This is an optimization exercise on Yosys and OpenROAD, whose aim is small area, not a production implementation.
Power is estimated from default activity; no workload was simulated.

== run 1 ==
==> flow/design.v (excerpt) <==
module lms_filter #(
    parameter DW = 16,
    parameter M  = 32,
    parameter MU = 16'd32     
)(
    input wire clk,
    input wire rst_n,
    input wire signed [DW-1:0] pcm_in,
    input wire pcm_valid,
    input wire speech,
    output reg signed [DW-1:0] pcm_out,
    output reg pcm_out_valid
);
Size in the first run: about 2,400 cells after synthesis, ~1,100 flip-flops, roughly 37 I/O pins, ~32,000 sq um of cells after synthesis.
export LEC_CHECK = 0
export CAP_MARGIN = 20
export CORE_MARGIN = 2
export CORE_UTILIZATION = 70
export CTS_BUF_LIST = sky130_fd_sc_hd__clkbuf_8
export CTS_CLUSTER_DIAMETER = 50
export CTS_CLUSTER_SIZE = 20
export PLACE_DENSITY = 0.8
export SLEW_MARGIN = 20
create_clock -name core_clock -period 14.0 [get_ports {clk}]
run.sh (not shown) runs the stock make flow with config.mk's settings and CLKGATE_MAP_FILE= SYNTH_SCRIPT=/design/flow/synth_recipe.tcl, a recipe that flattens the netlist after the stock synthesis.
diff inputs: run 1 => run 2
# run 1
export LEC_CHECK = 0
export CAP_MARGIN = 20
export CORE_MARGIN = 2
export CORE_UTILIZATION = 70
export CTS_BUF_LIST = sky130_fd_sc_hd__clkbuf_8
export CTS_CLUSTER_DIAMETER = 50
export CTS_CLUSTER_SIZE = 20
export PLACE_DENSITY = 0.8
export SLEW_MARGIN = 20
create_clock -name core_clock -period 14.0 [get_ports {clk}]
# run 2
export LEC_CHECK = 0
export CAP_MARGIN = 20
export CORE_MARGIN = 2
export CORE_UTILIZATION = 70
export CTS_BUF_LIST = sky130_fd_sc_hd__clkbuf_16
export CTS_CLUSTER_DIAMETER = 60
export CTS_CLUSTER_SIZE = 25
export PLACE_DENSITY = 0.8
export SLEW_MARGIN = 20
create_clock -name core_clock -period 14.0 [get_ports {clk}]
==> comparison <==
Per the comparison of run 2 with run 1, worst max-slew margin expressed relative to the limit went down, final design instance area without fill increased by 1.0% relative to the old numbers.
Area taken by multi-input logic gates, run 1 and run 2, higher one = run 1.
Global-route usage was lower in run 1 than in run 2.
Compared to run 1, run 2 has number of H-tree levels 1 lower.
Run comparison: run 2 uppermost layer routed met5; run 1 uppermost layer routed met4
diff inputs: run 2 => run 3
# run 2
export LEC_CHECK = 0
export CAP_MARGIN = 20
export CORE_MARGIN = 2
export CORE_UTILIZATION = 70
export CTS_BUF_LIST = sky130_fd_sc_hd__clkbuf_16
export CTS_CLUSTER_DIAMETER = 60
export CTS_CLUSTER_SIZE = 25
export PLACE_DENSITY = 0.8
export SLEW_MARGIN = 20
create_clock -name core_clock -period 14.0 [get_ports {clk}]
# run 3
export LEC_CHECK = 0
export CAP_MARGIN = 20
export CORE_MARGIN = 2
export CORE_UTILIZATION = 45
export SLEW_MARGIN = 20
create_clock -name core_clock -period 14.0 [get_ports {clk}]
==> run notes <==
Uppermost layer routed: met4 -> run 3, met5 -> run 2. Global-route usage (higher): run 2. From run 2 to run 3 the numbers moved as follows: depth of the worst register-to-register path lost 3, detailed-routed wire length on met2 lost 19%, routed wire length on met3 lost 2300 microns. Run 3 vs run 2: clock-buffer cell count up in run 3.
Modified inputs, run 4 compared to run 3
# run 3
export LEC_CHECK = 0
export CAP_MARGIN = 20
export CORE_MARGIN = 2
export CORE_UTILIZATION = 45
export SLEW_MARGIN = 20
create_clock -name core_clock -period 14.0 [get_ports {clk}]
# run 4
export LEC_CHECK = 0
export CAP_MARGIN = 0
export CORE_MARGIN = 2
export CORE_UTILIZATION = 70
export CTS_BUF_LIST = sky130_fd_sc_hd__clkbuf_8
export CTS_CLUSTER_DIAMETER = 50
export CTS_CLUSTER_SIZE = 20
export PLACE_DENSITY = 0.8
export SLEW_MARGIN = 0
create_clock -name core_clock -period 14.0 [get_ports {clk}]
- Changes observed in run 4 relative to run 3: net switching fraction of the power shows an increase of 0.77 points, die outline width shows a reduction of 53 microns, share of total power in the clock network shows a reduction of 15 points, sequential power shows no meaningful change, floorplan die area shows a reduction of about 35%.
- Diff run 4 and run 3: total routing resource utilization after global routing higher in run 4
- Run 4 vs. run 3: met2 wirelength from detailed routing went up by 2900 microns.
No run of this note included a check of the RTL's function; only the layout flow was run.

---

Starting RTL as in the previous note.
Design lms_filter, start of the top module:
module lms_filter #(
    parameter DW = 16,
    parameter M  = 32,
    parameter MU = 16'd32     
)(
    input wire clk,
    input wire rst_n,
    input wire signed [DW-1:0] pcm_in,
    input wire pcm_valid,
    input wire speech,
    output reg signed [DW-1:0] pcm_out,
    output reg pcm_out_valid
);
reg [DW-1:0] dr [0:M-1];    
reg [DW-1:0] wr [0:M-1];    
reg [4:0] ph;               
reg clr;                    
reg pend;                   
reg [DW-1:0] xb;            
reg spb, spf;               
reg s0, upd, dot;           
reg [DW-1:0] ex;            
reg [21:0] acc;             
wire [DW-1:0] dh = dr[M-1];
wire [DW-1:0] wh = wr[M-1];
wire [DW-1:0] mb = upd ? pcm_out : (wh & {DW{s0 | dot}});
wire [9:0]  zl = acc[9:0];                         
wire [11:0] zm = acc[21:10] | (wh[11:0] & {12{upd}});
wire [3:0]  zh = wh[15:12];
wire [40:0] r;
wire one0_0 = mb[0] ^ 1'b0;
wire two0_1 = (mb[1] & ~mb[0] & ~1'b0) | (~mb[1] & mb[0] & 1'b0);
wire pp0_0_2 = (one0_0 & ex[0]) ^ mb[1];
wire pp0_1_3 = ((one0_0 & ex[1]) | (two0_1 & ex[0])) ^ mb[1];
wire pp0_2_4 = ((one0_0 & ex[2]) | (two0_1 & ex[1])) ^ mb[1];
wire pp0_3_5 = ((one0_0 & ex[3]) | (two0_1 & ex[2])) ^ mb[1];
  ...
clock: 14.0 ns
lec_check: 0
cap_margin: 20
core_margin: 2
core_utilization: 70
cts_buf_list: sky130_fd_sc_hd__clkbuf_4
place_density: 0.8
slew_margin: 20
Next try:
- CTS_BUF_LIST: sky130_fd_sc_hd__clkbuf_4 -> sky130_fd_sc_hd__clkbuf_2 sky130_fd_sc_hd__clkbuf_4 sky130_fd_sc_hd__clkbuf_8
- CTS_CLUSTER_SIZE: not set -> 20
What happened: The changed run ran to the end with no violations; die area does not change; clock power went up by about 9%; power went up by about 3.8%; final area went up by 0.69%; cell count went down by 4.1%.
No functional check of the RTL was part of any run of this note.

==> static timing again, ports no longer ideal <==
No port has a modelled driver above. Below, the same layouts with a new extraction and two added sets of constraints. Step 1 assumes that a clkbuf_16 drives the clock port and a buf_2 every other input. Step 2 times the ports against the registers' clock, not the clock port: input delays grow and output delays shrink by t, the midpoint of the rising clock arrivals with the driver on. a / b / c = ideal ports / drivers / drivers and shift; a / b = the first two.
| run | t (ns) | setup slack, ns | hold slack, ns | latest minus earliest clock arrival (ns) |
|---|---|---|---|---|
| run 1 | 0.728 | 0.403 / 0.403 / 0.403 | 0.308 / 0.308 / 0.308 | 0.045 / 0.045 |
| run 2 | 0.683 | 0.459 / 0.459 / 0.459 | 0.313 / 0.313 / 0.313 | 0.044 / 0.045 |
| run 3 | 0.716 | 0.371 / 0.371 / 0.371 | 0.306 / 0.306 / 0.306 | 0.056 / 0.057 |
| run 4 | 0.730 | 0.443 / 0.443 / 0.443 | 0.308 / 0.308 / 0.308 | 0.045 / 0.044 |
| the first run of note 2 | 1.143 | 0.449 / 0.449 / 0.449 | 0.304 / 0.304 / 0.304 | 0.053 / 0.053 |
| the second run of note 2 | 0.861 | 0.344 / 0.344 / 0.344 | 0.313 / 0.313 / 0.313 | 0.046 / 0.045 |
After both steps every run listed still meets setup and hold.
